This is an optimization exercise on Yosys and OpenROAD, whose aim is small area, not a production implementation. Only simulation tests tie the RTL to the original design; equivalence was not proved. No activity file was given, so power comes from the tool's default toggle rates.

## flow/design.v (module list and top-level ports; edited modules follow where they fit)
// module fir_7_7: 1360 lines
// module fa: 4 lines
module fir_7_7(
    input clk,
    input rst,
    input [7:0] weight_data,
    input [2:0] weight_idx,
    input weight_valid,
    output weight_ready,
    input [7:0] input_data,
    input input_valid,
    output input_ready,
    output [15:0] output_data,
    input output_ready,
    output output_valid
    );
  // ...
==> flow/run.sh <==
#!/bin/bash
# synth_recipe.tcl (not shown) runs the flow's synth.tcl, then flattens the netlist and writes it again
# the make line also repeats each setting of config.mk as NAME=value (left out here)
make -C /OpenROAD-flow-scripts/flow DESIGN_CONFIG=/design/flow/config.mk WORK_HOME=/design/flow/orfs CLKGATE_MAP_FILE= SYNTH_SCRIPT=/design/flow/synth_recipe.tcl finish
==> flow/config.mk <==
export PLATFORM = sky130hd
export DESIGN_NAME = fir_7_7
export DESIGN_NICKNAME = fir_7_7
export VERILOG_FILES = /design/flow/design.v
export SDC_FILE = /design/flow/constraint.sdc
export NUM_CORES = 4
export LEC_CHECK = 0
export CAP_MARGIN = 20
export CORE_MARGIN = 2
export CORE_UTILIZATION = 40
export CTS_BUF_LIST = sky130_fd_sc_hd__clkbuf_4 sky130_fd_sc_hd__clkbuf_8
export GPL_TIMING_DRIVEN = 1
export SLEW_MARGIN = 20
export SYNTH_HIERARCHICAL = 1
export SYNTH_MINIMUM_KEEP_SIZE = 0
==> flow/constraint.sdc <==
create_clock -name core_clock -period 8.0 [get_ports {clk}]
set_input_delay 1.6000 -clock core_clock [delete_from_list [all_inputs] [get_ports {clk}]]
set_output_delay 1.6000 -clock core_clock [all_outputs]
set_load 0.01 [all_outputs]
==> impl_metrics.yaml, run 1 <==
status:
  status: "timing/DRC/antenna clean"
cells_and_area:
  diodes: 0
  multi_input_comb_cells: 1248
  drive_above_1_share_pct: 3.576
  layout_commonest_cell: "nand2_1"
  buf_share_pct: 3.035
  seq_cells: 131
  final_core_util_pct: 43.58
  clkbuf_count: 18
  areaGrowthSynthToFinish_pct: 6.911
  final_area_um2: 16490
  final_cells: 1993
setup_path:
  r2r_start: "x0[0]"
  critical_path_buf_inv_count: 2
  cp_num_cells: 21
  r2r_setup_slack_ps: 910
  crit_path_top_delay_cell: "dfxtp_1"
  critPathCapture: "result[14]"
  r2r-end: "result[14]"
routing:
  via_count: 10830
  viasPerCell: 5.434
  dr_wl_met3_um: 4107
  drc_errors: 0
synth:
  synth_nets: 1991
  synth_common_cells: "588 x nand2_1, 417 x fa_1, 131 x clkbuf_1, 131 x dfxtp_1, 74 x a21oi_1"
  syn_inst: 1540
  synth_area_per_cell_um2: 10.02
  yosys.area_share.simple_pct: 16.91
  synth_compound_area_share_pct: 3.050
sta:
  worst_slack_ps: 913.1
  finalClockSkew_ps: 23.89
  min_period_ps: 7087
  fin_tns_setup_ps: 0
power_and_ir_drop:
  comb_power_share_pct: 5.9
  seq-power_uw: 684
  power.switching_uw: 401.3
floorplanning:
  fp.dieH_um: 200.4
  tap_cells: 511
  die_area_um2: 40150
grt:
  first_global_vias: 11730
  grt_pass1_wl_um: 75440
  grt_overflow: 0
clock_tree:
  cts_buffer_depth: 2
  clk_latency_ps: 490
min_path:
  timing.hold.worst.start: "ov_d"
==> run 2: changes to the inputs <==
--- a/flow/design.v
+++ b/flow/design.v
@@ -19,45 +19,50 @@
     reg [15:0] result;
     assign input_ready = rdy;
     assign weight_ready = rdy;
     assign output_valid = ov_r;
     assign output_data = result;
     wire acc = input_valid & rdy;
     wire wen = weight_valid & rdy;
     wire [15:0] sum;
+    wire x_ld = acc & ~rst;
+    wire x_hd = ~acc & ~rst;
+    wire [6:0] w_sel;
+    assign w_sel[0] = wen & (weight_idx == 3'd0);
+    assign w_sel[1] = wen & (weight_idx == 3'd1);
+    assign w_sel[2] = wen & (weight_idx == 3'd2);
+    assign w_sel[3] = wen & (weight_idx == 3'd3);
+    assign w_sel[4] = wen & (weight_idx == 3'd4);
+    assign w_sel[5] = wen & (weight_idx == 3'd5);
+    assign w_sel[6] = wen & (weight_idx == 3'd6);
+    wire [6:0] w_ld = w_sel & {7{~rst}};
+    wire [6:0] w_hd = ~w_sel & {7{~rst}};
+    wire r_en = ov_r & output_ready;
+    wire r_ld = r_en & ~rst;
+    wire r_hd = ~r_en & ~rst;
     always @(posedge clk) begin
         ov_d <= acc;
         ov_r <= ov_d;
-    end
-    always @(posedge clk) begin
-        if (rst) begin
-            rdy <= 1'b0;
-            x0 <= 8'd0; x1 <= 8'd0; x2 <= 8'd0; x3 <= 8'd0;
-            x4 <= 8'd0; x5 <= 8'd0; x6 <= 8'd0;
-            w0 <= 8'd0; w1 <= 8'd0; w2 <= 8'd0; w3 <= 8'd0;
-            w4 <= 8'd0; w5 <= 8'd0; w6 <= 8'd0;
-            result <= 16'd0;
-        end else begin
-            rdy <= 1'b1;
-            if (wen && weight_idx == 3'd0) w0 <= weight_data;
-            if (wen && weight_idx == 3'd1) w1 <= weight_data;
-            if (wen && weight_idx == 3'd2) w2 <= weight_data;
-            if (wen && weight_idx == 3'd3) w3 <= weight_data;
-            if (wen && weight_idx == 3'd4) w4 <= weight_data;
-            if (wen && weight_idx == 3'd5) w5 <= weight_data;
-            if (wen && weight_idx == 3'd6) w6 <= weight_data;
-            if (acc) begin
-                x0 <= input_data;
-                x1 <= x0; x2 <= x1; x3 <= x2;
-                x4 <= x3; x5 <= x4; x6 <= x5;
-            end
-            if (ov_r & output_ready)
-                result <= sum;
-        end
+        rdy <= ~rst;
+        x0 <= ({8{x_ld}} & input_data) | ({8{x_hd}} & x0);
+        x1 <= ({8{x_ld}} & x0) | ({8{x_hd}} & x1);
+        x2 <= ({8{x_ld}} & x1) | ({8{x_hd}} & x2);
+        x3 <= ({8{x_ld}} & x2) | ({8{x_hd}} & x3);
+        x4 <= ({8{x_ld}} & x3) | ({8{x_hd}} & x4);
+        x5 <= ({8{x_ld}} & x4) | ({8{x_hd}} & x5);
+        x6 <= ({8{x_ld}} & x5) | ({8{x_hd}} & x6);
+        w0 <= ({8{w_ld[0]}} & weight_data) | ({8{w_hd[0]}} & w0);
+        w1 <= ({8{w_ld[1]}} & weight_data) | ({8{w_hd[1]}} & w1);
+        w2 <= ({8{w_ld[2]}} & weight_data) | ({8{w_hd[2]}} & w2);
+        w3 <= ({8{w_ld[3]}} & weight_data) | ({8{w_hd[3]}} & w3);
+        w4 <= ({8{w_ld[4]}} & weight_data) | ({8{w_hd[4]}} & w4);
+        w5 <= ({8{w_ld[5]}} & weight_data) | ({8{w_hd[5]}} & w5);
+        w6 <= ({8{w_ld[6]}} & weight_data) | ({8{w_hd[6]}} & w6);
+        result <= ({16{r_ld}} & sum) | ({16{r_hd}} & result);
     end
     wire pn0_0_0 = ~(x0[0] & w0[0]);
     wire pn0_0_1 = ~(x0[0] & w0[1]);
     wire pn0_0_2 = ~(x0[0] & w0[2]);
     wire pn0_0_3 = ~(x0[0] & w0[3]);
     wire pn0_0_4 = ~(x0[0] & w0[4]);
     wire pn0_0_5 = ~(x0[0] & w0[5]);
     wire pn0_0_6 = ~(x0[0] & w0[6]);
==> flow/config.mk (replaced) <==
export PLATFORM = sky130hd
export DESIGN_NAME = fir_7_7
export DESIGN_NICKNAME = fir_7_7
export VERILOG_FILES = /design/flow/design.v
export SDC_FILE = /design/flow/constraint.sdc
export NUM_CORES = 4
export LEC_CHECK = 0
export CAP_MARGIN = 20
export CORE_MARGIN = 2
export CORE_UTILIZATION = 40
export CTS_BUF_LIST = sky130_fd_sc_hd__clkbuf_8
export GPL_TIMING_DRIVEN = 1
export SLEW_MARGIN = 20
export SYNTH_HIERARCHICAL = 1
export SYNTH_MINIMUM_KEEP_SIZE = 0
==> run 2 against run 1 <==
Compared with the run above: still clean; first-iteration DRC count fell by 9.1%; hold slack better by 3.5 ps; cell area is 2.8% lower; setup slack improved by 130 ps; wire length fell by 6.4%; clock skew is 12 ps lower; highest routed layer is now met4.
==> impl_metrics.yaml, run 2 <==
status:
  status: "timing/DRC/antenna clean"
power_and_ir_drop:
  p_clk_share_pct: 42.6
  comb_power_share_pct: 5.5
  power.switching_uw: 380.2
  p_int_uw: 932.4
  totalPowerFinal_mw: 1.313
  power_density_nw_per_um2: 81.92
  p_leak_nw: 2.888
  ir_worst_vdd_mv: 0.08516
  swShare_pct: 28.97
  pwr-share-seq_pct: 51.9
routing:
  wl_per_cell_um: 23.80
  viasPerCell: 5.517
  drc_errors: 0
  via_count: 10560
  firstDrtPassIters: 6
  drt-total-wl_um: 45560
  ant_nets: 0
  first_iter_violations: 1004
grt:
  grt_start_max_net_pins: 71
  antenna_found_initial: 0
  first_global_vias: 11200
  grt_overflow: 0
  grt_pass1_wl_um: 70390
  grt_usage_pct: 25.05
sta:
  max_freq_mhz: 143.7
  final.period_utilization_pct: 86.96
  whs_ps: 341.7
  tightest_slew_ps: 1007
  drv_slew: 0
  min_period_ps: 6957
  hold_viol: 0
  fin_tns_setup_ps: 0
  relSlewSlack_pct: 32.66
  grt_setup_unrepaired: "no"
  finalSetupViolCount: 0
  finalClockSkew_ps: 11.95
synth:
  synth_area_um2: 15120
  synth_common_cells: "573 x nand2_1, 417 x fa_1, 131 x dfxtp_1, 117 x clkbuf_1"
  synth_top_area_cell: "fa_1"
  synth_nets: 1916
  synthTopCellsByArea: "fa_1 55%, dfxtp_1 17%, nand2_1 14%"
  synth_async_sr_flop_share_pct: 0
  synth_edf_count: 0
  netlist.area_leader.share_pct: 55.22
  synthFlopType: "dfxtp_1"
  synth_cell_type_count: 31
  syn_inst: 1465
  synth_seq_cells: 131
  synth.most_common_cell: "nand2_1"
  ys.warnings.count: 7
  seq_area_frac_synth_pct: 17.35
  synth_area_per_cell_um2: 10.32
job:
  drv_cap: 0
placement:
  place_hpwl_um: 38220
  routabilityCongestion: 0.9175
  port_buffers: 42
setup_path:
  crit_fanout: 10
  crit_path_top_delay_cell: "dfxtp_1"
  critPathKind: "reg2reg"
  path_common_cell: "fa_1"
  worstPathArrival_ps: 7290
  path_cells: "nand2_1, fa_1, fa_1, fa_1, fa_1, fa_1, fa_1, fa_1, fa_1, fa_1, fa_1, fa_1, inv_1, ha_1, fa_1, a31o_2, a21oi_1, xor2_1, o21ai_0"
  cp-end-kind: "flip-flop"
  start_kind: "flip-flop"
  max_stage_delay_ps: 540
  required_ps: 8330
cells_and_area:
  largest_reg_flops: 16
  diodes: 0
  num-nets-final: 1843
  layout_commonest_cell: "nand2_1"
  regMostFlops: "result"
  fillers: 3520
  final_cell_mix: "572 x nand2_1, 417 x fa_1, 131 x dfxtp_1, 63 x a21oi_1, 63 x a22o_1"
  drive_above_1_share_pct: 3.136
  areaGrowthSynthToFinish_pct: 5.993
floorplanning:
  die_area_um2: 39360
  ios: 43
  die_w_um: 198.4
  coreArea_um2: 37400
  core.rowCount: 71
  initial_core_util_pct: 40.42
  fp.dieH_um: 198.4
clock_tree:
  clk_latency_ps: 470
  post_cts_buffers: 0
  clockRootBuffer: "clkbuf_8"
  cts_buffer_depth: 2
  holdBufCountCts: 0
  cts_buffers: 17
  cts_tree: "built"
  cts_max_level: 4
  cts_resized: 0
  path_clk_slew_ps: 90
  clock_sinks: 131
min_path:
  min_path_type: "reg2reg"
## run 2: changes by cell type in the layout (fill, tap and decap cells not counted), moves of 7 or more
| cell | delta |
|---|---|
| a22o_1 | +63 |
| mux2i_1 | -48 |
| nor2_1 | -46 |
| nand2_1 | -15 |
| a21oi_1 | -11 |
| nand3_1 | -10 |
| buf_4 | -7 |
## run 2: layer usage
| metal | up-vias | part of all wire, % | wire length [um] | track usage (%) |
|---|---|---|---|---|
| met5 | - | 0 | 0 | 0 |
| met4 | 0 | 5.6 | 2538 | 12.87 |
| met3 | 123 | 8.2 | 3715 | 3.798 |
| met2 | 588 | 50 | 22640 | 41.85 |
| met1 | 5503 | 37 | 16660 | 31.78 |
| li1 | 4345 | - | - | - |
## run 2: cell type report
cell class / instances / area (um^2) / share of cell area [%]
multi-input cells: 1178 / 11890 / 74.19
flip-flops and latches: 131 / 2623 / 16.37
well taps: 511 / 639.4 / 3.990
repair buffers: 47 / 452.9 / 2.827
clock buffers: 18 / 247.7 / 1.546
clock inverters: 12 / 108.9 / 0.6794
inverters: 17 / 63.81 / 0.3983
## run 2: final timing paths
path	from	to	slack [ps]	cells past startpoint
worst max-delay path	x0[0]	result[14]	1040	19
worst min-delay path	ov_d	ov_r	340	0
worst max register to register	x0[0]	result[14]	1040	19
worst min register to register	ov_d	ov_r	340	0
## run 2: logic make-up after synthesis
family	share of synthesized area, %
XOR/XNOR	1.018
flip-flops	17.35
buffers and inverters	4.031
AND/OR/NAND/NOR	15.35
AO/OA/AOI/OAI	6.208
adder cells (fa/ha/maj)	56.05
## run 2: through the flow
stage                     setup WS, ps  instance area, um^2  utilization, %  std cells
after floorplan                   1422                15120               -       1465
after global placement            1167                15670           41.89       1884
after detailed placement          1091                15670           41.89       1884
after CTS                         1051                16020           42.84       1914
after global routing             700.8                16020           42.84       1914
final                             1043                16020           42.84       1914
## run 2: worst max-delay path, delay by kind of cell (launching register included)
family | cells | cell delay [ps]
adders and majority gates | 13 | 5430
buffers and inverters | 1 | 40
and+or+nand+nor | 1 | 150
DFF | 1 | 540
xor gates and xnor gates | 1 | 160
AOI/OAI and AO/OA | 3 | 480
## run 2: modules after synthesis (local to each module, per instance)
module   flops+latches  times used  area, um^2  cells inside
fir_7_7            131           1        6789          1049
fa                   0         416       20.02             1
## run 2: power groups by stage
stage,combinational (mW),sequential (mW),clock (mW)
after floorplan,0.0489,0.676,0
after global placement,0.0715,0.695,0
after detailed placement,0.0721,0.696,0
after CTS,0.0724,0.680,0.572
after global routing,0.0769,0.683,0.592
final,0.0721,0.682,0.559
==> run 3: changes to the inputs <==
==> flow/flow/run.sh (new file) <==
#!/bin/bash
# Layout flow: the standard ORFS flow (standard.sh: the standard
# synthesis and every ORFS step), with two settings changed:
#  - the port buffers buffer_ports inserts are the smallest buffer, buf_1;
#  - clock tree synthesis is run without dummy load cells.
# The output of the whole run is kept in standard_flow.log; ORFS keeps each
# step's own log under orfs/logs/.
set -euo pipefail
cd "$(dirname "$0")/.."
export BUFFER_PORTS_ARGS="-buffer_cell sky130_fd_sc_hd__buf_1"
export CTS_ARGS="-sink_clustering_enable -repair_clock_nets -buf_list sky130_fd_sc_hd__clkbuf_8 -dont_use_dummy_load -sink_clustering_size 30 -sink_clustering_max_diameter 100"
bash standard.sh finish > standard_flow.log 2>&1
==> flow/standard.sh (new file) <==
#!/bin/bash
# synth_recipe.tcl (not shown) runs the flow's synth.tcl, then flattens the netlist and writes it again
# the make line also repeats each setting of config.mk as NAME=value (left out here)
make -C /OpenROAD-flow-scripts/flow DESIGN_CONFIG=/design/flow/config.mk WORK_HOME=/design/flow/orfs CLKGATE_MAP_FILE= SYNTH_SCRIPT=/design/flow/synth_recipe.tcl "${@:-finish}"
removed: flow/run.sh
==> run 3 against run 2 <==
Compared with the run above: synthesized cell count unchanged; maximum frequency decreased by 0.15%; area after synthesis did not move; critical path depth stayed put; sequential power barely moved; total power shrank 9.4%; cell count shrank 0.68%; combinational power down 11%; critical endpoint unchanged; largest cell class unchanged; highest routed layer unchanged.
==> impl_metrics.yaml, run 3 <==
synth:
  synth_async_sr_flop_share_pct: 0
  synth_common_cells: "573 x nand2_1, 417 x fa_1, 131 x dfxtp_1, 117 x clkbuf_1"
  synth_area_per_cell_um2: 10.32
  synth_area_um2: 15120
  synthTopCellsByArea: "fa_1 55%, dfxtp_1 17%, nand2_1 14%"
  yosys.area_share.simple_pct: 15.35
  synth_seq_cells: 131
  synth_edf_count: 0
  synth_xor_area_share_pct: 1.018
  synth_compound_area_share_pct: 6.208
  muxShareOfSynthArea_pct: 0
  synthAdderAreaFrac_pct: 56.05
  synth_nets: 1916
  ys.warnings.count: 7
  synth_cell_type_count: 31
  netlist.area_leader.share_pct: 55.22
  seq_area_frac_synth_pct: 17.35
  syn_inst: 1465
  synthFlopType: "dfxtp_1"
  synth_top_family_by_area: "adder cells"
  synth_top_area_cell: "fa_1"
  synth.most_common_cell: "nand2_1"
sta:
  final.period_utilization_pct: 87.09
  max_freq_mhz: 143.5
  hold_viol: 0
  drv_slew: 0
  tightest_slew_ps: 1045
  grt_setup_unrepaired: "no"
  min_period_ps: 6967
  finalSetupViolCount: 0
  worst_slack_ps: 1033
  finalClockSkew_ps: 40.79
  relSlewSlack_pct: 30.12
  fin_tns_setup_ps: 0
clock_tree:
  cts_buffers: 17
  clk_latency_ps: 480
  clock_sinks: 131
  path_clk_slew_ps: 90
  cts_resized: 0
  cts_buffer_depth: 2
  holdBufCountCts: 0
  clockRootBuffer: "clkbuf_8"
  cts_max_level: 4
  cts_tree: "built"
  post_cts_buffers: 0
grt:
  met2_usage_pct: 42.33
  use_met3_pct: 2.865
  met1_usage_pct: 32.78
  first_global_vias: 11080
  antenna_found_initial: 0
  grt_usage_pct: 24.89
  grt_pass1_wl_um: 70360
  grt_start_max_net_pins: 58
  grt_overflow: 0
  grt-busiest-layer: "met2"
floorplanning:
  initial_core_util_pct: 40.42
  coreArea_um2: 37400
  core.rowCount: 71
  die_area_um2: 39360
  ios: 43
  die_w_um: 198.4
  fp.dieH_um: 198.4
routing:
  firstDrtPassIters: 5
  viasPerCell: 5.524
  wl_per_cell_um: 23.79
  via_count: 10500
  drt-total-wl_um: 45230
  drc_errors: 0
  first_iter_violations: 873
  ant_nets: 0
setup_path:
  cp-end-kind: "flip-flop"
  worstPathArrival_ps: 7280
  start_kind: "flip-flop"
  crit_fanout: 10
  critPathKind: "reg2reg"
  required_ps: 8310
power_and_ir_drop:
  power_density_nw_per_um2: 75.99
  p_leak_nw: 2.733
  totalPowerFinal_mw: 1.189
  ir_worst_vdd_mv: 0.08591
status:
  status: "timing/DRC/antenna clean"
cells_and_area:
  diodes: 0
  num-nets-final: 1843
  drive_above_1_share_pct: 2.302
  final_cell_mix: "572 x nand2_1, 417 x fa_1, 131 x dfxtp_1, 63 x a21oi_1, 63 x a22o_1"
  areaGrowthSynthToFinish_pct: 3.501
  largest_reg_flops: 16
  layout_commonest_cell: "nand2_1"
  regMostFlops: "result"
min_path:
  min_path_type: "reg2reg"
placement:
  place_hpwl_um: 38180
  pre_cts_slack_ps: 1077
  port_buffers: 42
  routabilityCongestion: 0.9070
job:
  drv_cap: 0
run 3: per-layer routing:
layer  wire length (um)  part of all wire (%)
met4               1746                   3.9
met2              23080                    51
met3               3372                   7.5
met5                  0                     0
met1              17030                    38
run 3: worst max-delay path, stage by stage, from the launching register on:
cell and delay, ps:
dfxtp_1 560, nand2_1 160, fa_1 490, fa_1 410, fa_1 390, fa_1 510
fa_1 430, fa_1 410, fa_1 430, fa_1 430, fa_1 400, fa_1 390
fa_1 490, inv_1 40, ha_1 230, fa_1 430, a31o_2 220, a21oi_1 160
xor2_1 160, o21ai_0 90
run 3: per-module statistics from Yosys, one instance, submodules excluded:
| module | flip-flops and latches | copies in the design |
|---|---|---|
| fa | 0 | 416 |
| fir_7_7 | 131 | 1 |
run 3: worst paths after layout:
check                            from  slack, ps  cells after the start    endpoint
worst max-delay path            x0[0]       1030                     19  result[14]
worst min-delay path             ov_d        320                      0        ov_r
worst max register to register  x0[0]       1030                     19  result[14]
worst min register to register   ov_d        320                      0        ov_r
run 3: area by class of cell:
| cell class | count | area [um^2] |
|---|---|---|
| timing repair buffer | 47 | 196.4 |
| fill | 3593 | 21750 |
| sequential | 131 | 2623 |
| tap | 511 | 639.4 |
| clock buffer | 17 | 234.0 |
| inverter | 17 | 66.31 |
| multi-input combinational | 1178 | 11890 |
run 3: where the power goes:
group	internal [mW]	leakage, nW	total (mW)	switching [mW]
registers	0.659	1.06	0.682	0.0231
clock network	0.187	0.122	0.443	0.256
logic	0.0143	1.55	0.0639	0.0496
run 3: cells by family (layout without fill, tap and decap cells):
| family | count (synthesis) | count (layout) |
|---|---|---|
| flip-flops | 131 | 131 |
| adder cells (fa/ha/maj) | 427 | 427 |
| XOR/XNOR | 16 | 16 |
| AO/OA/AOI/OAI | 138 | 138 |
| AND/OR/NAND/NOR | 597 | 597 |
| buffers and inverters | 156 | 81 |
run 3: stage by stage:
stage / hold slack, ps / cell area [um^2] / instances / util [%]
global route: 347.9 / 15650 / 1901 / 41.84
global placement: 311.6 / 15410 / 1884 / 41.20
floorplan: 309.6 / 15120 / 1465 / -
CTS: 325.0 / 15650 / 1901 / 41.84
detailed placement: 312.1 / 15410 / 1884 / 41.21
finish: 324.9 / 15650 / 1901 / 41.84
==> run 4: changes to the inputs <==
--- a/flow/flow/run.sh
+++ b/flow/flow/run.sh
@@ -9,4 +9,4 @@
 cd "$(dirname "$0")/.."
 export BUFFER_PORTS_ARGS="-buffer_cell sky130_fd_sc_hd__buf_1"
-export CTS_ARGS="-sink_clustering_enable -repair_clock_nets -buf_list sky130_fd_sc_hd__clkbuf_8 -dont_use_dummy_load -sink_clustering_size 30 -sink_clustering_max_diameter 100"
+export CTS_ARGS="-sink_clustering_enable -repair_clock_nets -buf_list {sky130_fd_sc_hd__clkbuf_4 sky130_fd_sc_hd__clkbuf_8} -dont_use_dummy_load -sink_clustering_size 12"
 bash standard.sh finish > standard_flow.log 2>&1
==> run 4 against run 3 <==
Compared with the run above: still clean on timing, DRC and antenna; clock skew did not move; wire length is the same; clock power about the same; non-clock buffer count unchanged; first-iteration DRC count unchanged; via count is the same; core utilization did not move; cell area unchanged; global-route usage did not move; die area is the same.
==> impl_metrics.yaml, run 4 <==
status:
  status: "timing/DRC/antenna clean"
clock_tree:
  cts_max_level: 4
  cts_tree: "built"
  cts_buffers: 17
  holdBufCountCts: 0
  clk_latency_ps: 480
  clock_sinks: 131
  path_clk_slew_ps: 90
  cts_resized: 0
  clockRootBuffer: "clkbuf_8"
  cts_buffer_depth: 2
  post_cts_buffers: 0
job:
  drv_cap: 0
routing:
  ant_nets: 0
  drt-total-wl_um: 45230
  via_count: 10500
  drc_errors: 0
  wl_per_cell_um: 23.79
  firstDrtPassIters: 5
  viasPerCell: 5.524
  first_iter_violations: 873
sta:
  tightest_slew_ps: 1045
  drv_slew: 0
  max_freq_mhz: 143.5
  min_period_ps: 6967
  worst_slack_ps: 1033
  finalSetupViolCount: 0
  finalClockSkew_ps: 40.79
  grt_setup_unrepaired: "no"
  final.period_utilization_pct: 87.09
  relSlewSlack_pct: 30.12
  fin_tns_setup_ps: 0
  hold_viol: 0
placement:
  routabilityCongestion: 0.9070
  place_hpwl_um: 38180
  dp_cells: 1884
  port_buffers: 42
  pre_cts_slack_ps: 1077
floorplanning:
  die_area_um2: 39360
  die_w_um: 198.4
  initial_core_util_pct: 40.42
  fp.dieH_um: 198.4
  core.rowCount: 71
  ios: 43
  coreArea_um2: 37400
setup_path:
  crit_path_top_delay_cell: "dfxtp_1"
  start_kind: "flip-flop"
  critPathKind: "reg2reg"
  path_common_cell: "fa_1"
  path_cells: "nand2_1, fa_1, fa_1, fa_1, fa_1, fa_1, fa_1, fa_1, fa_1, fa_1, fa_1, fa_1, inv_1, ha_1, fa_1, a31o_2, a21oi_1, xor2_1, o21ai_0"
  cp-end-kind: "flip-flop"
  max_stage_delay_ps: 560
  required_ps: 8310
  worstPathArrival_ps: 7280
  crit_fanout: 10
synth:
  ys.warnings.count: 7
  synth_area_um2: 15120
  synth_area_per_cell_um2: 10.32
  netlist.area_leader.share_pct: 55.22
  synth_edf_count: 0
  synth_common_cells: "573 x nand2_1, 417 x fa_1, 131 x dfxtp_1, 117 x clkbuf_1"
  synth_nets: 1916
  synth_cell_type_count: 31
  seq_area_frac_synth_pct: 17.35
  syn_inst: 1465
  synthTopCellsByArea: "fa_1 55%, dfxtp_1 17%, nand2_1 14%"
  synth.most_common_cell: "nand2_1"
  synth_async_sr_flop_share_pct: 0
  synth_top_area_cell: "fa_1"
  synth_seq_cells: 131
  synthFlopType: "dfxtp_1"
cells_and_area:
  layout_commonest_cell: "nand2_1"
  final_cell_mix: "572 x nand2_1, 417 x fa_1, 131 x dfxtp_1, 63 x a21oi_1, 63 x a22o_1"
  drive_above_1_share_pct: 2.302
  final_cells: 1901
  largest_reg_flops: 16
  num-nets-final: 1843
  regMostFlops: "result"
  regArea_um2: 2623
  areaGrowthSynthToFinish_pct: 3.501
  fillers: 3593
  final_core_util_pct: 41.84
  diodes: 0
  multiInputGateArea_um2: 11890
power_and_ir_drop:
  power_density_nw_per_um2: 75.99
  p_leak_nw: 2.733
  ir_worst_vdd_mv: 0.08591
grt:
  antenna_found_initial: 0
  grt_pass1_wl_um: 70360
  grt_usage_pct: 24.89
  first_global_vias: 11080
  grt_overflow: 0
  grt_start_max_net_pins: 58
min_path:
  min_path_type: "reg2reg"
run 4: cell counts after synthesis:
Identical to the previous run, type by type.
run 4: final cells by class:
| cell class | count | area share, % |
|---|---|---|
| Inverter | 17 | 0.4238 |
| Tap cell | 511 | 4.086 |
| Timing Repair Buffer | 47 | 1.255 |
| Sequential cell | 131 | 16.76 |
| Multi-Input combinational cell | 1178 | 75.98 |
| Clock buffer | 17 | 1.495 |
run 4: per-layer routing:
layer / global-route usage [%] / up-vias / wire length (um)
li1: - / 4326 / -
met1: 32.78 / 5550 / 17030
met2: 42.33 / 547 / 23080
met3: 2.865 / 78 / 3372
met4: 9.691 / 0 / 1746
met5: 0 / - / 0
run 4: final timing paths:
kind | to | slack (ps) | depth (start not counted) | from
min reg2reg | ov_r | 320 | 0 | ov_d
max | result[14] | 1030 | 19 | x0[0]
min | ov_r | 320 | 0 | ov_d
max reg2reg | result[14] | 1030 | 19 | x0[0]
run 4: kinds of logic (layout without fill, tap and decap cells):
logic type                 after synthesis  after routing  synth area share [%]
AOI/OAI and AO/OA                      138            138                 6.208
xor gates and xnor gates                16             16                 1.018
adders and majority gates              427            427                 56.05
buffers and inverters                  156             81                 4.031
DFF                                    131            131                 17.35
and+or+nand+nor                        597            597                 15.35
run 4: where the power goes:
| part | leakage [nW] | switching, mW | total (mW) | internal, mW |
|---|---|---|---|---|
| Sequential | 1.06 | 0.0231 | 0.682 | 0.659 |
| Clock | 0.122 | 0.256 | 0.443 | 0.187 |
| Combinational | 1.55 | 0.0496 | 0.0639 | 0.0143 |
| Total | 2.73 | 0.328 | 1.19 | 0.861 |
run 4: Yosys stat by module, one instance, submodules excluded:
| module | cells inside | flops+latches |
|---|---|---|
| fir_7_7 | 1049 | 131 |
| fa | 1 | 0 |
run 4: critical path, delay by kind of cell (launching register included):
| kind | cells | cell delay (ps) |
|---|---|---|
| AOI/OAI and AO/OA | 3 | 470 |
| xor gates and xnor gates | 1 | 160 |
| DFF | 1 | 560 |
| adders and majority gates | 13 | 5440 |
| buffers and inverters | 1 | 40 |
| and+or+nand+nor | 1 | 160 |
run 4: per-stage QoR:
stage                     instance area (um^2)  hold slack [ps]  power [mW]
after floorplan                          15120            309.6      0.7247
after global placement                   15410            311.6      0.7581
after detailed placement                 15410            312.1      0.7591
after CTS                                15650            325.0       1.199
after global routing                     15650            347.9       1.232
final                                    15650            324.9       1.189
==> run 5: changes to the inputs <==
--- a/flow/flow/run.sh
+++ b/flow/flow/run.sh
@@ -9,4 +9,4 @@
 cd "$(dirname "$0")/.."
 export BUFFER_PORTS_ARGS="-buffer_cell sky130_fd_sc_hd__buf_1"
-export CTS_ARGS="-sink_clustering_enable -repair_clock_nets -buf_list {sky130_fd_sc_hd__clkbuf_4 sky130_fd_sc_hd__clkbuf_8} -dont_use_dummy_load -sink_clustering_size 12"
+export CTS_ARGS="-sink_clustering_enable -repair_clock_nets -buf_list sky130_fd_sc_hd__clkbuf_16 -dont_use_dummy_load"
 bash standard.sh finish > standard_flow.log 2>&1
==> run 5 against run 4 <==
Compared with the run above: still clean; sequential power barely moved; core utilization rose by 0.51 points; global-route usage rose by 0.065 points; first-iteration DRC count rose by 4.8%; register-to-register slack barely moved; critical path depth did not move; sequential share of layout area fell by 0.20 points; total power rose by 17%; combinational power barely moved; maximum frequency did not move; wire length rose by 0.17%; via count fell by 0.49%; critical endpoint unchanged; largest power group unchanged.
==> impl_metrics.yaml, run 5 <==
synth:
  synth_area_um2: 15120
  synth_seq_cells: 131
  synthFlopType: "dfxtp_1"
  synth_cell_type_count: 31
  syn_inst: 1465
  synth.most_common_cell: "nand2_1"
  synthTopCellsByArea: "fa_1 55%, dfxtp_1 17%, nand2_1 14%"
  synth_area_per_cell_um2: 10.32
  synth_async_sr_flop_share_pct: 0
  synth_edf_count: 0
  seq_area_frac_synth_pct: 17.35
  synth_top_area_cell: "fa_1"
  synth_common_cells: "573 x nand2_1, 417 x fa_1, 131 x dfxtp_1, 117 x clkbuf_1"
  synth_nets: 1916
  ys.warnings.count: 7
  netlist.area_leader.share_pct: 55.22
power_and_ir_drop:
  ir_worst_vdd_mv: 0.1152
  swShare_pct: 25.39
  p_leak_nw: 2.820
  totalPowerFinal_mw: 1.396
  pwr-share-seq_pct: 48.9
  comb_power_share_pct: 4.6
  p_clk_share_pct: 46.5
  power_density_nw_per_um2: 88.15
  power.switching_uw: 354.4
  p_int_mw: 1.042
cells_and_area:
  final_core_util_pct: 42.35
  largest_reg_flops: 16
  regMostFlops: "result"
  layout_commonest_cell: "nand2_1"
  multiInputGateArea_um2: 11890
  final_cell_mix: "572 x nand2_1, 417 x fa_1, 131 x dfxtp_1, 63 x a21oi_1, 63 x a22o_1"
  drive_above_1_share_pct: 2.302
  final_cells: 1901
  areaGrowthSynthToFinish_pct: 4.767
  fillers: 3559
  num-nets-final: 1843
  regArea_um2: 2623
  diodes: 0
sta:
  hold_viol: 0
  relSlewSlack_pct: 33.16
  tightest_slew_ps: 1000
  finalClockSkew_ps: 26.93
  final.period_utilization_pct: 87.09
  grt_setup_unrepaired: "no"
  fin_tns_setup_ps: 0
  finalSetupViolCount: 0
  min_period_ps: 6967
  max_freq_mhz: 143.5
  drv_slew: 0
setup_path:
  start_kind: "flip-flop"
  worstPathArrival_ps: 7250
  r2r_setup_slack_ps: 1030
  cp-end-kind: "flip-flop"
  reg2reg_depth: 19
  required_ps: 8280
  crit_fanout: 10
  r2r_start: "x0[0]"
  r2r-end: "result[14]"
  critPathKind: "reg2reg"
clock_tree:
  holdBufCountCts: 0
  cts_tree: "built"
  cts_buffers: 17
  clk_latency_ps: 450
  clock_sinks: 131
  clockRootBuffer: "clkbuf_16"
  post_cts_buffers: 0
  cts_buffer_depth: 2
  cts_max_level: 4
  cts_resized: 0
  path_clk_slew_ps: 60
floorplanning:
  core.rowCount: 71
  die_w_um: 198.4
  initial_core_util_pct: 40.42
  fp.dieH_um: 198.4
  coreArea_um2: 37400
  ios: 43
  die_area_um2: 39360
placement:
  routabilityCongestion: 0.9070
  dp_cells: 1884
  place_hpwl_um: 38180
  port_buffers: 42
min_path:
  holdPathStages: 0
  min_path_type: "reg2reg"
  hold_end: "ov_r"
  timing.hold.worst.start: "ov_d"
grt:
  first_global_vias: 11110
  grt_start_max_net_pins: 58
  grt_pass1_wl_um: 70450
  grt_usage_pct: 24.96
  grt_overflow: 0
  antenna_found_initial: 0
routing:
  wl_per_cell_um: 23.83
  firstDrtPassIters: 5
  viasPerCell: 5.497
  via_count: 10450
  drc_errors: 0
  drt-total-wl_um: 45310
  first_iter_violations: 915
  ant_nets: 0
job:
  drv_cap: 0
status:
  status: "timing/DRC/antenna clean"
[run 5: cell count changes in the layout (fill, tap and decap cells not counted)]
| cell | previous run | this run |
|---|---|---|
| clkbuf_16 | 0 | 17 |
| clkbuf_8 | 17 | 0 |
[run 5: how the worst max path moves through the flow]
stage,startpoint,end,slack (ps),cells after the start
after floorplan,x0[0],result[14],1420,20
after global placement,x0[0],result[14],1160,19
after detailed placement,x0[0],result[14],1080,19
after CTS,x0[0],result[14],1060,19
after global routing,x0[0],result[14],760,19
final,x0[0],result[14],1030,19
[run 5: power by group through the flow]
| stage | combinational [mW] | sequential [mW] | clock (mW) |
|---|---|---|---|
| after floorplan | 0.0489 | 0.676 | 0 |
| after global placement | 0.0628 | 0.695 | 0 |
| after detailed placement | 0.0636 | 0.696 | 0 |
| after CTS | 0.0638 | 0.681 | 0.662 |
| after global routing | 0.0683 | 0.684 | 0.688 |
| final | 0.0642 | 0.683 | 0.649 |
[run 5: logic make-up (layout without fill, tap and decap cells)]
family | count (synthesis) | in the layout | synth area share, %
fa+ha+maj | 427 | 427 | 56.05
compound gates | 138 | 138 | 6.208
simple gates | 597 | 597 | 15.35
xor+xnor | 16 | 16 | 1.018
buf+inv | 156 | 81 | 4.031
flops | 131 | 131 | 17.35
[run 5: layer usage]
| metal | wire [um] | share of wire (%) | global-route usage (%) |
|---|---|---|---|
| met4 | 1828 | 4.0 | 10.11 |
| met1 | 17230 | 38 | 32.78 |
| met2 | 23040 | 51 | 42.22 |
| met5 | 0 | 0 | 0 |
| met3 | 3202 | 7.1 | 3.035 |
[run 5: metrics by stage]
stage | hold WS, ps | cell area (um^2) | setup slack (ps)
after floorplan | 309.6 | 15120 | 1422
after global placement | 311.6 | 15410 | 1161
after detailed placement | 312.1 | 15410 | 1077
after CTS | 322.5 | 15840 | 1055
after global routing | 344.6 | 15840 | 762.5
final | 322.2 | 15840 | 1033
[run 5: critical path, stage by stage, from the launching register on]
cell     delay (ps)
dfxtp_1         550
nand2_1         160
fa_1            490
fa_1            410
fa_1            390
fa_1            510
fa_1            430
fa_1            410
fa_1            430
fa_1            430
fa_1            400
fa_1            390
fa_1            490
inv_1            40
ha_1            230
fa_1            430
a31o_2          220
a21oi_1         160
xor2_1          160
o21ai_0          90
[run 5: modules after synthesis (local to each module, per instance)]
module / cell area (um^2) / copies in the design
fa: 20.02 / 416
fir_7_7: 6789 / 1
[run 5: area by class of cell]
cell class	instances	area share, %
Clock buffer	17	2.686
Tap cell	511	4.037
Inverter	17	0.4187
Timing Repair Buffer	47	1.240
Sequential cell	131	16.56
Multi-Input combinational cell	1178	75.06
==> run 6: changes to the inputs <==
--- a/flow/flow/run.sh
+++ b/flow/flow/run.sh
@@ -9,4 +9,4 @@
 cd "$(dirname "$0")/.."
 export BUFFER_PORTS_ARGS="-buffer_cell sky130_fd_sc_hd__buf_1"
-export CTS_ARGS="-sink_clustering_enable -repair_clock_nets -buf_list sky130_fd_sc_hd__clkbuf_16 -dont_use_dummy_load"
+export CTS_ARGS="-sink_clustering_enable -repair_clock_nets -buf_list sky130_fd_sc_hd__clkbuf_8 -dont_use_dummy_load"
 bash standard.sh finish > standard_flow.log 2>&1
==> run 6 against run 5 <==
Compared with the run above: cell count did not move; clock power fell by 32%; cell area fell by 1.2%; setup slack barely moved; first-iteration DRC count fell by 4.6%; clock skew rose by 14 ps; maximum frequency did not move; clock-buffer cell count did not move; critical path type unchanged.
==> impl_metrics.yaml, run 6 <==
job:
  drv_cap: 0
cells_and_area:
  diodes: 0
  regArea_um2: 2623
  areaGrowthSynthToFinish_pct: 3.501
  final_cell_mix: "572 x nand2_1, 417 x fa_1, 131 x dfxtp_1, 63 x a21oi_1, 63 x a22o_1"
  regMostFlops: "result"
  multiInputGateArea_um2: 11890
  largest_reg_flops: 16
  fillers: 3593
  layout_commonest_cell: "nand2_1"
  final_cells: 1901
  final_area_um2: 15650
  final_core_util_pct: 41.84
  num-nets-final: 1843
  drive_above_1_share_pct: 2.302
synth:
  synth_top_family_by_area: "adder cells"
  ys.warnings.count: 7
  synth_seq_cells: 131
  synth_async_sr_flop_share_pct: 0
  yosys.area_share.simple_pct: 15.35
  synth_nets: 1916
  synthAdderAreaFrac_pct: 56.05
  seq_area_frac_synth_pct: 17.35
  netlist.area_leader.share_pct: 55.22
  synth_top_area_cell: "fa_1"
  synthFlopType: "dfxtp_1"
  synth_common_cells: "573 x nand2_1, 417 x fa_1, 131 x dfxtp_1, 117 x clkbuf_1"
  synth.most_common_cell: "nand2_1"
  synth_edf_count: 0
  syn_inst: 1465
  synth_area_per_cell_um2: 10.32
  synth_xor_area_share_pct: 1.018
  synth_compound_area_share_pct: 6.208
  synthTopCellsByArea: "fa_1 55%, dfxtp_1 17%, nand2_1 14%"
  synth_area_um2: 15120
  muxShareOfSynthArea_pct: 0
  synth_cell_type_count: 31
floorplanning:
  initial_core_util_pct: 40.42
  core.rowCount: 71
  coreArea_um2: 37400
  fp.dieH_um: 198.4
  die_area_um2: 39360
  die_w_um: 198.4
  ios: 43
clock_tree:
  cts_buffers: 17
  clk_latency_ps: 480
  cts_max_level: 4
  cts_buffer_depth: 2
  clock_sinks: 131
  holdBufCountCts: 0
  path_clk_slew_ps: 90
  cts_resized: 0
  post_cts_buffers: 0
  clockRootBuffer: "clkbuf_8"
  cts_tree: "built"
power_and_ir_drop:
  power.switching_uw: 328.3
  totalPowerFinal_mw: 1.189
  comb_power_share_pct: 5.4
  p_int_uw: 860.6
  swShare_pct: 27.61
  ir_worst_vdd_mv: 0.08591
  p_leak_nw: 2.733
  pwr-share-seq_pct: 57.4
  power_density_nw_per_um2: 75.99
  p_clk_share_pct: 37.2
placement:
  place_hpwl_um: 38180
  dp_cells: 1884
  routabilityCongestion: 0.9070
  pre_cts_slack_ps: 1077
  placed_area_um2: 15410
  port_buffers: 42
grt:
  grt_start_max_net_pins: 58
  antenna_found_initial: 0
  grt_pass1_wl_um: 70360
  grt_usage_pct: 24.89
  first_global_vias: 11080
  grt_overflow: 0
sta:
  fin_tns_setup_ps: 0
  finalClockSkew_ps: 40.79
  tightest_slew_ps: 1045
  worst_slack_ps: 1033
  drv_slew: 0
  finalSetupViolCount: 0
  max_freq_mhz: 143.5
  grt_setup_unrepaired: "no"
  whs_ps: 324.9
  final.period_utilization_pct: 87.09
  relSlewSlack_pct: 30.12
  hold_viol: 0
  min_period_ps: 6967
min_path:
  holdPathStages: 0
  min_path_type: "reg2reg"
setup_path:
  reg2reg_depth: 19
  crit_path_top_delay_cell: "dfxtp_1"
  cp_num_cells: 19
  start_kind: "flip-flop"
  path_common_cell: "fa_1"
  max_stage_delay_ps: 560
  required_ps: 8310
  crit_fanout: 10
  cp-end-kind: "flip-flop"
  critPathKind: "reg2reg"
  worstPathArrival_ps: 7280
  path_cells: "nand2_1, fa_1, fa_1, fa_1, fa_1, fa_1, fa_1, fa_1, fa_1, fa_1, fa_1, fa_1, inv_1, ha_1, fa_1, a31o_2, a21oi_1, xor2_1, o21ai_0"
  critical_path_buf_inv_count: 1
  cp_top_family: "adder cells"
routing:
  wl_per_cell_um: 23.79
  drt-total-wl_um: 45230
  ant_nets: 0
  viasPerCell: 5.524
  first_iter_violations: 873
  via_count: 10500
  firstDrtPassIters: 5
  drc_errors: 0
status:
  status: "timing/DRC/antenna clean"
## run 6: layer usage
metal	vias to the layer above	share of wire [%]	track usage [%]
met2	547	51	42.33
met3	78	7.5	2.865
met1	5550	38	32.78
met5	-	0	0
met4	0	3.9	9.691
li1	4326	-	-
## run 6: path summary, 6_finish.rpt
| kind | to | from | slack, ps |
|---|---|---|---|
| setup / recovery | result[14] | x0[0] | 1030 |
| setup reg to reg | result[14] | x0[0] | 1030 |
| hold / removal | ov_r | ov_d | 320 |
| hold reg to reg | ov_r | ov_d | 320 |
## run 6: layout make-up
type / instances / share of cell area, %
well taps: 511 / 4.086
flip-flops and latches: 131 / 16.76
inverters: 17 / 0.4238
clock buffers: 17 / 1.495
repair buffers: 47 / 1.255
multi-input cells: 1178 / 75.98
## run 6: power by group through the flow
stage                     Sequential (mW)  Combinational (mW)  Clock [mW]
after global routing                0.683              0.0683       0.481
after detailed placement            0.696              0.0636           0
after floorplan                     0.676              0.0489           0
final                               0.682              0.0639       0.443
after CTS                           0.680              0.0638       0.455
after global placement              0.695              0.0628           0
## run 6: cell families (layout without fill, tap and decap cells)
logic type,count (synthesis),in the layout
AND/OR/NAND/NOR,597,597
adder cells (fa/ha/maj),427,427
buffers and inverters,156,81
AO/OA/AOI/OAI,138,138
flip-flops,131,131
XOR/XNOR,16,16
## run 6: worst reg2reg max path, stage by stage, from the launching register on
cell and delay (ps):
dfxtp_1 560, nand2_1 160, fa_1 490, fa_1 410, fa_1 390, fa_1 510
fa_1 430, fa_1 410, fa_1 430, fa_1 430, fa_1 400, fa_1 390
fa_1 490, inv_1 40, ha_1 230, fa_1 430, a31o_2 220, a21oi_1 160
xor2_1 160, o21ai_0 90
## run 6: Yosys stat by module, one instance, submodules excluded
module   cell area [um^2]  copies in the design  cells inside
fir_7_7              6789                     1          1049
fa                  20.02                   416             1

==> static timing again, ports no longer ideal <==
How much do the figures lean on ideal ports? The routed layouts below were timed once more, with nothing changed but the port constraints.
Step 1 (the two cells are an assumption about what drives the block):
set clk [get_ports {clk}]
set_driving_cell -lib_cell sky130_fd_sc_hd__clkbuf_16 $clk
set_driving_cell -lib_cell sky130_fd_sc_hd__buf_2 [delete_from_list [all_inputs] $clk]
Step 2 moves the port delays by t, midway between the first and last clock arrival at a register: inputs arrive t later, outputs are due t later. That takes back most of the time a late clock gives input paths.
Three values: ideal, step 1, step 2; two values: the first two.
run | t, ns | slack for setup (ns) | worst setup path at the end | clock arrival spread, ns | worst slew at a driven data input, ns
run 1 | 0.528 | 0.913 / 0.913 / 0.913 | register to register | 0.024 / 0.024 | 0.05
run 2 | 0.514 | 1.043 / 1.043 / 1.043 | register to register | 0.012 / 0.012 | 0.04
run 3 | 0.512 | 1.033 / 1.033 / 1.033 | register to register | 0.042 / 0.041 | 0.04
run 4 | 0.512 | 1.033 / 1.033 / 1.033 | register to register | 0.042 / 0.041 | 0.04
run 5 | 0.485 | 1.033 / 1.033 / 1.033 | register to register | 0.027 / 0.028 | 0.04
run 6 | 0.512 | 1.033 / 1.033 / 1.033 | register to register | 0.042 / 0.041 | 0.04
After both steps every run listed still meets setup and hold.
